Context: an optimization exercise on an open-source flow, tuned for small area, a short achievable clock period and few clock cycles per item. The choices shown serve that exercise and are no tape-out recipe.
The RTL was checked by simulation tests, not by an equivalence proof against the original design.

Design qoi_decompressor, start of the top module:
module qoi_decompressor (
    input  wire        rstn,
    input  wire        clk,
    output wire        i_tready,
    input  wire        i_tvalid,
    input  wire        i_tlast,
    input  wire [31:0] i_tdata,      
    input  wire        o_tready,
    output reg         o_tvalid,
    output reg         o_tlast,
    output reg  [ 7:0] o_R, o_G, o_B,
    output wire [31:0] o_width, o_height
);
For scale: ~3,900 cells after synthesis, about 130 I/O pins, ~63,000 sq um of cells after synthesis.
Settings: LEC_CHECK=0, CAP_MARGIN=20, CORE_MARGIN=2, CORE_UTILIZATION=65, PLACE_DENSITY=0.72, SLEW_MARGIN=20, TNS_END_PERCENT=20; clock period 10.0 ns.
standard.sh (not shown) runs the stock make flow with config.mk's settings and CLKGATE_MAP_FILE= SYNTH_SCRIPT=/design/flow/synth_recipe.tcl, a recipe that flattens the netlist after the stock synthesis.
==> flow/flow/run.sh <==
#!/bin/bash
set -euo pipefail
bash standard.sh 'BUFFER_PORTS_ARGS=-buffer_cell sky130_fd_sc_hd__buf_4' \
    'CTS_ARGS=-sink_clustering_enable -repair_clock_nets -sink_clustering_size 24 -sink_clustering_max_diameter 100 -sink_buffer_max_cap_derate 0.05 -dont_use_dummy_load' \
    SETUP_SLACK_MARGIN=6.8 finish > flow_make.log 2>&1
Testbench counts at the start, summed over its fixed seeds: cycles 49,382, pixels 48,510.
Next try:
- CORE_UTILIZATION: 65 -> 70
- PLACE_DENSITY: 0.72 -> 0.76
- TNS_END_PERCENT: 20 -> default
Fmax drops by 4.6%.
First-iteration DRC count climbs by 8.6%.
Setup slack degrades by 170 ps.
Via count climbs by 3.4%.
Non-clock buffer count climbs by 23.
Die area drops by 7.1%.
Cell count drops by 1.6%.
Register-to-register slack improves by 130 ps.
Next try:
--- a/flow/flow/run.sh
+++ b/flow/flow/run.sh
@@ -5 +5 @@
-    SETUP_SLACK_MARGIN=6.8 finish > flow_make.log 2>&1
+    SETUP_SLACK_MARGIN=7.0 finish > flow_make.log 2>&1
- CORE_UTILIZATION: 70 -> 65
- PLACE_DENSITY: 0.76 -> 0.72
The changed run finished clean.
Design area grows by about 2.3%.
Cell count grows by 2.8%.
Next try:
--- a/flow/flow/run.sh
+++ b/flow/flow/run.sh
@@ -5 +5 @@
-    SETUP_SLACK_MARGIN=7.0 finish > flow_make.log 2>&1
+    SETUP_SLACK_MARGIN=6.8 finish > flow_make.log 2>&1
- TNS_END_PERCENT: default -> 5
Effect:
- The changed run completed with no timing, DRC or antenna violations
- worst setup slack gets better by 22 ps
- clock-buffer cell count is unchanged
- clock skew went down by 18 ps
- cell area goes down by about 2.7%
- final cell count falls by about 1.3%
- synthesized area is unchanged
- global-route usage goes down by 1.6 points
- sequential share of layout area rises by 1.7 points
Next try:
==> flow/flow/run.sh (replaced) <==
#!/bin/bash
set -euo pipefail
bash standard.sh 'BUFFER_PORTS_ARGS=-buffer_cell sky130_fd_sc_hd__buf_4' SETUP_SLACK_MARGIN=6.8 finish > flow_make.log 2>&1
- TNS_END_PERCENT: 5 -> default
The changed run finished clean.
Setup slack improved by 91 ps.
Routed wire length grows by 5.2%.
Design area goes up by 5.5%.
Fmax rises by 2.7%.
Area after synthesis stays the same.
Synthesized cell count stays the same.
Sequential cell count does not change.

## lane 1
Another version of the RTL of qoi_decompressor (not shown whole).
Size: ~3800 cells after synthesis, about 130 I/O pins, ~63000 µm² of cells after synthesis.
// qoi_decompressor
module qoi_decompressor (
    input  wire        rstn,
    input  wire        clk,
    output wire        i_tready,
    input  wire        i_tvalid,
    input  wire        i_tlast,
    input  wire [31:0] i_tdata,      
    input  wire        o_tready,
    output reg         o_tvalid,
    output reg         o_tlast,
    output reg  [ 7:0] o_R, o_G, o_B,
    output wire [31:0] o_width, o_height
);
localparam [2:0] H_MAGIC = 3'd0,
                 H_WIDTH = 3'd1,
                 H_HEIGHT= 3'd2,
                 H_2BYTE = 3'd3,
                 S_DATA  = 3'd4,
                 S_FLUSH = 3'd5;
reg  [ 2:0] state;
reg         finished;       
reg  [15:0] width, height;
assign o_width  = {16'd0, width};
assign o_height = {16'd0, height};
reg  [23:0] prev;           
reg  [ 5:0] hp;             
reg  [15:0] xr, yr;         
reg         done;           
reg         skid_v, skid_last;
reg         c1v;
reg  [31:0] c1;             
reg         c2v;
reg         c2_add;         
reg         c2_idx;         
reg         c2_rec;         
reg  [23:0] c2_opnd;
reg  [ 5:0] c2_hv;          
reg  [ 5:0] c2_hv2;
reg  [ 5:0] c2_run;         
reg         c3v;
reg         c3_add, c3_idx;
reg  [23:0] c3_opnd;
reg  [ 5:0] c3_hv;
reg  [ 5:0] c3_run;         
reg         c3_run0;        
wire fire    = c3v & ~skid_v & ~done;
wire c3_take = fire & c3_run0;
wire c3_free = ~c3v | c3_take;
wire c2_adv  = c2v & c3_free;
wire c2_free = ~c2v | c3_free;
wire s2_adv  = c1v & c2_free;
wire c1_free = ~c1v | s2_adv;
reg  [ 1:0] rem_cnt;
reg  [23:0] rem;
function [2:0] clen_of(input [7:0] b);
    clen_of = (b[7:6] == 2'b10) ? 3'd2 :
              (b[7:1] == 7'b1111111) ? 3'd4 : 3'd1;
endfunction
wire [2:0] clen_rem = clen_of(rem[7:0]);
wire       enough   = ({1'b0, rem_cnt} >= clen_rem);
wire [55:0] m = (rem_cnt == 2'd0) ? {24'h0, i_tdata                } :
                (rem_cnt == 2'd1) ? {16'h0, i_tdata, rem[ 7:0]} :
                (rem_cnt == 2'd2) ? { 8'h0, i_tdata, rem[15:0]} :
                                    {       i_tdata, rem      } ;
wire [2:0] clen = clen_of(m[7:0]);
wire data_rdy = ~finished & ~enough & c1_free & ~done;
assign i_tready = (state == H_WIDTH) ? ~o_tvalid :
  ...
export LEC_CHECK = 0
export CAP_MARGIN = 20
export CORE_MARGIN = 2
export CORE_UTILIZATION = 40
export SLEW_MARGIN = 20
create_clock -name core_clock -period 10.0 [get_ports {clk}]
run.sh (not shown) runs the stock make flow with config.mk's settings and CLKGATE_MAP_FILE= SYNTH_SCRIPT=/design/flow/synth_recipe.tcl, a recipe that flattens the netlist after the stock synthesis.
Stock flow here: none of the scripts above is used.
Testbench counts of lane 1, summed over its fixed seeds: cycles 49,382, pixels 48,510.
Input changes introduced in lane 2 (baseline for comparison: lane 1):
==> flow/flow/run.sh (new file) <==
#!/bin/bash
set -euo pipefail
bash standard.sh SETUP_SLACK_MARGIN=6.5 finish > flow_make.log 2>&1
==> flow/standard.sh (new file) <==
#!/bin/bash
# synth_recipe.tcl (not shown) runs the flow's synth.tcl, then flattens the netlist and writes it again
# the make line also repeats each setting of config.mk as NAME=value (left out here)
make -C /OpenROAD-flow-scripts/flow DESIGN_CONFIG=/design/flow/config.mk WORK_HOME=/design/flow/orfs CLKGATE_MAP_FILE= SYNTH_SCRIPT=/design/flow/synth_recipe.tcl "${@:-finish}"
removed: flow/run.sh
[summary]
Both conditions hold for lane 2: the flow ran to the end and the final layout passed the timing, DRC and antenna checks.
NOTE: hold slack in lane 2 falls short of that of lane 1
Run comparison: lane 2 cell type of the slowest stage on the worst timing path edfxtp_1; lane 1 cell type of the slowest stage on the worst timing path clkdlybuf4s50_1
Lane 1 → lane 2: share of the clock period used by the worst path moved down; utilization climbed 0.67 points; design area increased 1100 µm².
Edits applied to the flow inputs when going from lane 2 to lane 3:
- SETUP_SLACK_MARGIN now 5, previously not set
==> flow/run.sh (new file) <==
#!/bin/bash
# synth_recipe.tcl (not shown) runs the flow's synth.tcl, then flattens the netlist and writes it again
# the make line also repeats each setting of config.mk as NAME=value (left out here)
make -C /OpenROAD-flow-scripts/flow DESIGN_CONFIG=/design/flow/config.mk WORK_HOME=/design/flow/orfs CLKGATE_MAP_FILE= SYNTH_SCRIPT=/design/flow/synth_recipe.tcl finish
removed: flow/flow/run.sh
removed: flow/standard.sh
Results
Lane 3 vs lane 2: design area down in lane 3
The slack of the critical path in lane 3 was lower than what lane 2 gave.
Lane 3 vs. lane 2: minimum clock period after layout saw an increase, max-cap check violation count essentially unchanged, count of multi-input gates held, data-path buffer share of cell area in the final layout went down.
Compared with lane 2, lane 3 shows violation count after the first detailed-route iteration that has gone down by a little under 10%.

## old
RTL: one of the versions met above, not the one the previous note started from.
Size: ~1400 flip-flops, roughly 130 I/O pins, about 63000 um^2 of cells after synthesis.
## qoi_decompressor
module qoi_decompressor (
    input  wire        rstn,
    input  wire        clk,
    output wire        i_tready,
    input  wire        i_tvalid,
    input  wire        i_tlast,
    input  wire [31:0] i_tdata,      
    input  wire        o_tready,
    output reg         o_tvalid,
    output reg         o_tlast,
    output reg  [ 7:0] o_R, o_G, o_B,
    output wire [31:0] o_width, o_height
);
localparam [2:0] H_MAGIC = 3'd0,
                 H_WIDTH = 3'd1,
                 H_HEIGHT= 3'd2,
                 H_2BYTE = 3'd3,
                 S_DATA  = 3'd4,
                 S_FLUSH = 3'd5;
reg  [ 2:0] state;
reg         finished;       
reg  [15:0] width, height;
assign o_width  = {16'd0, width};
assign o_height = {16'd0, height};
reg  [23:0] prev;           
reg  [ 5:0] hp;             
reg  [15:0] xr, yr;         
reg         done;           
reg         skid_v, skid_last;
reg         c1v;
reg  [31:0] c1;             
reg         c2v;
reg         c2_add;         
reg         c2_idx;         
reg         c2_rec;         
reg  [23:0] c2_opnd;
reg  [ 5:0] c2_hv;          
reg  [ 5:0] c2_hv2, c2_hv3;
reg  [ 5:0] c2_run;         
reg         c3v;
reg         c3_add, c3_idx;
reg  [23:0] c3_opnd;
reg  [ 5:0] c3_hv;
reg  [ 5:0] c3_run;         
reg         c3_run0;        
wire fire    = c3v & ~skid_v & ~done;
wire c3_take = fire & c3_run0;
wire c3_free = ~c3v | c3_take;
wire c2_adv  = c2v & c3_free;
wire c2_free = ~c2v | c3_free;
wire s2_adv  = c1v & c2_free;
wire c1_free = ~c1v | s2_adv;
wire o_free  = ~o_tvalid | o_tready;
wire c1v_n      = (state == S_DATA && done) ? 1'b0 : c1_free ? s1_fire : c1v;
wire c2v_n      = done ? 1'b0 : s2_adv ? 1'b1 : c2_adv ? 1'b0 : c2v;
wire c3v_n      = done ? 1'b0 : c2_adv ? 1'b1 : c3_take ? 1'b0 : c3v;
wire c3_run0_n  = c3_free ? (c2_run == 6'd0) : (fire & ~c3_run0) ? (c3_run == 6'd1) : c3_run0;
wire skid_v_n   = o_free ? 1'b0 : fire ? 1'b1 : skid_v;
wire o_tvalid_n = o_free ? (skid_v | fire) : o_tvalid;
reg  [ 1:0] rem_cnt;
reg  [23:0] rem;
function [2:0] clen_of(input [7:0] b);
    clen_of = (b[7:6] == 2'b10) ? 3'd2 :
              (b[7:1] == 7'b1111111) ? 3'd4 : 3'd1;
endfunction
  ...
==> flow/config.mk <==
export PLATFORM = sky130hd
export DESIGN_NAME = qoi_decompressor
export DESIGN_NICKNAME = qoi_decompressor
export VERILOG_FILES = /design/flow/design.v
export SDC_FILE = /design/flow/constraint.sdc
export NUM_CORES = 4
export LEC_CHECK = 0
export CAP_MARGIN = 20
export CORE_MARGIN = 2
export CORE_UTILIZATION = 65
export PLACE_DENSITY = 0.72
export SLEW_MARGIN = 20
==> flow/constraint.sdc <==
create_clock -name core_clock -period 10.0 [get_ports {clk}]
set_input_delay 2.0000 -clock core_clock [delete_from_list [all_inputs] [get_ports {clk}]]
set_output_delay 2.0000 -clock core_clock [all_outputs]
set_load 0.01 [all_outputs]
standard.sh (not shown) runs the stock make flow with config.mk's settings and CLKGATE_MAP_FILE= SYNTH_SCRIPT=/design/flow/synth_recipe.tcl, a recipe that flattens the netlist after the stock synthesis.
==> flow/flow/run.sh <==
#!/bin/bash
set -euo pipefail
bash standard.sh 'BUFFER_PORTS_ARGS=-buffer_cell sky130_fd_sc_hd__buf_4' \
    'CTS_ARGS=-sink_clustering_enable -repair_clock_nets -sink_clustering_size 24 -sink_clustering_max_diameter 100 -sink_buffer_max_cap_derate 0.05 -dont_use_dummy_load' \
    SETUP_SLACK_MARGIN=6.8 finish > flow_make.log 2>&1
old reached the final stage; the timing, DRC and antenna checks on its layout passed.
Testbench counts of old, summed over its fixed seeds: cycles 49,382, pixels 48,510.
> inputs changed (old -> new)
Settings: setting TNS_END_PERCENT to 20 for the first time.
==> flow/flow/run.sh <==
#!/bin/bash
set -euo pipefail
bash standard.sh 'BUFFER_PORTS_ARGS=-buffer_cell sky130_fd_sc_hd__buf_4' \
    'CTS_ARGS=-sink_clustering_enable -repair_clock_nets -sink_clustering_size 20 -sink_clustering_max_diameter 80 -sink_buffer_max_cap_derate 0.05 -dont_use_dummy_load' \
    SETUP_SLACK_MARGIN=6.8 finish > flow_make.log 2>&1
- Status: count of mapped cells out of synthesis parity (new, old)
- old was larger in final cell area than new.
- Fmax came out lower on new than on old.

Setup of run 1:
qoi_decompressor, a different RTL version from the one above (not shown whole).
For scale: roughly 3800 cells after synthesis, roughly 130 I/O pins, ~0.063 sq mm of cells after synthesis.
// qoi_decompressor
module qoi_decompressor (
    input  wire        rstn,
    input  wire        clk,
    output wire        i_tready,
    input  wire        i_tvalid,
    input  wire        i_tlast,
    input  wire [31:0] i_tdata,      
    input  wire        o_tready,
    output reg         o_tvalid,
    output reg         o_tlast,
    output reg  [ 7:0] o_R, o_G, o_B,
    output wire [31:0] o_width, o_height
);
==> flow/config.mk <==
export PLATFORM = sky130hd
export DESIGN_NAME = qoi_decompressor
export DESIGN_NICKNAME = qoi_decompressor
export VERILOG_FILES = /design/flow/design.v
export SDC_FILE = /design/flow/constraint.sdc
export NUM_CORES = 4
export LEC_CHECK = 0
export CAP_MARGIN = 20
export CORE_MARGIN = 2
export CORE_UTILIZATION = 40
export SLEW_MARGIN = 20
==> flow/constraint.sdc <==
create_clock -name core_clock -period 10.0 [get_ports {clk}]
set_input_delay 2.0000 -clock core_clock [delete_from_list [all_inputs] [get_ports {clk}]]
set_output_delay 2.0000 -clock core_clock [all_outputs]
set_load 0.01 [all_outputs]
==> flow/flow/run.sh <==
#!/bin/bash
set -euo pipefail
bash standard.sh SETUP_SLACK_MARGIN=6.5 finish > flow_make.log 2>&1
Testbench counts of run 1, summed over its fixed seeds: cycles 49,382, pixels 48,510.
Input-level comparison between run 2 and run 1:
--- a/flow/config.mk
+++ b/flow/config.mk
@@ -9,3 +9,4 @@
 export CORE_MARGIN = 2
-export CORE_UTILIZATION = 40
+export CORE_UTILIZATION = 55
+export PLACE_DENSITY = 0.65
 export SLEW_MARGIN = 20
Findings:
Comparing run 2 and run 1, the higher ratio of cells with drive above 1 in the final layout was measured on run 1. The higher global placer's final weighted congestion came out of run 2. Looking at non-clock buffer instance count of the final layout, run 2 sits below run 1. Run 1 → run 2: post-route met1 wirelength lost 750 um, minimum hold slack decreased by 0.024 ns relative to the old numbers, setup slack went up by 0.031 ns. Highest attainable clock frequency, run 2 vs run 1: up slightly. Run 2 vs run 1, met2 capacity usage during global routing went up by 12 points. Of run 2 and run 1, the lower setup clock skew after layout belongs to run 2. Run 2 finished all stages; the layout is clean.
Setup changes, run 2 to run 3
--- a/flow/config.mk
+++ b/flow/config.mk
@@ -9,4 +9,4 @@
 export CORE_MARGIN = 2
-export CORE_UTILIZATION = 55
-export PLACE_DENSITY = 0.65
+export CORE_UTILIZATION = 65
+export PLACE_DENSITY = 0.72
 export SLEW_MARGIN = 20
--- outcome ---
- Run 3: done, clean on timing, DRC and antenna
- Higher site row count goes to run 2 over run 3.
- Cmp run 2 and run 3 / vertical die dimension / higher: run 2
- In the reports for run 2 and run 3, the smaller layout cell share with drive strength beyond 1 belongs to run 3.
- Delta (run 3 minus run 2): maximum frequency roughly the same; xor/xnor share of the synthesized area held steady.
- Run 3: post-CTS setup-driven buffer insertion count 10 below run 2
- Run 2 has lower via count than run 3.
- Summary of the comparison: number of cells on the worst reg-to-reg path is lower in run 3, relative to run 2.
Here is what was changed in the inputs of run 4 compared with run 3.
--- a/flow/config.mk
+++ b/flow/config.mk
@@ -9,4 +9,4 @@
 export CORE_MARGIN = 2
-export CORE_UTILIZATION = 65
-export PLACE_DENSITY = 0.72
+export CORE_UTILIZATION = 40
+export CTS_BUF_LIST = sky130_fd_sc_hd__clkbuf_8
 export SLEW_MARGIN = 20
Notes after the runs:
Detail-routed via count per cell shrinks by more than 10% when moving from run 3 to run 4.
The uppermost layer routed comes out met5 in one run and met4 in the other, namely in run 3 and run 4 respectively.
Between run 3 and run 4, the cell count after placement is higher for run 4.
Clock slew at the register clock pins of the worst setup and hold paths of run 4 is on par with run 3.
Comparing run 3 and run 4, area added between synthesis and finish is higher on run 4.
Summary of run 4 over run 3: final cycle utilization of the critical path up 2.5 points; non-filler instance count after layout up 997.
Run 3 -> run 4: number of nets with antenna violations after routing delta 0, exact match
Run 4 vs run 3: worst setup slack down in run 4
On tapcell count: between run 3 and run 4, it ends up higher for run 4.

afterwards: timing with drivers on the ports:
No port has a modelled driver above. Below, the same layouts with a new extraction and two added sets of constraints. Step 1, drivers: a clkbuf_16 drives clk and a buf_2 each remaining input, both assumed. Step 2, shift: input delay + t, output delay - t, t = (earliest + latest rising clock arrival at the registers) / 2. This alone moves slack from input paths to output paths. Slacks: no drivers / after step 1 / after step 2; pairs: no drivers / after step 1.
run | shift t [ns] | setup WS [ns] | worst setup path at the end | worst slew at a driven data input, ns
the first run of note 1 | 0.852 | 6.548 / 6.483 / 6.037 | input to register | 0.08
the second run of note 1 | 1.109 | 6.380 / 6.304 / 5.971 | input to register | 0.10
the third run of note 1 | 0.845 | 6.518 / 6.450 / 6.236 | input to register | 0.08
the fourth run of note 1 | 0.852 | 6.540 / 6.474 / 6.077 | input to register | 0.08
the fifth run of note 1 | 0.828 | 6.631 / 6.550 / 6.033 | input to register | 0.08
lane 1 | 0.847 | 3.924 / 3.844 / 4.690 | register to output | 0.07
lane 2 | 0.871 | 4.923 / 4.845 / 5.551 | input to register | 0.07
lane 3 | 0.837 | 4.886 / 4.810 / 5.147 | input to register | 0.07
old | 0.830 | 6.616 / 6.548 / 6.048 | input to register | 0.08
new | 0.879 | 6.560 / 6.495 / 6.076 | input to register | 0.08
run 1 | 0.855 | 6.202 / 6.126 / 5.770 | input to register | 0.10
run 2 | 0.822 | 6.233 / 6.158 / 5.777 | input to register | 0.07
run 3 | 0.840 | 6.243 / 6.167 / 5.729 | input to register | 0.06
run 4 | 1.024 | 5.994 / 5.921 / 5.584 | input to register | 0.11
After both steps every run listed still meets setup and hold. The setup slack of the fifth run of note 1, which loses most, moves by -0.081 ns with the drivers and by -0.598 ns with both steps.
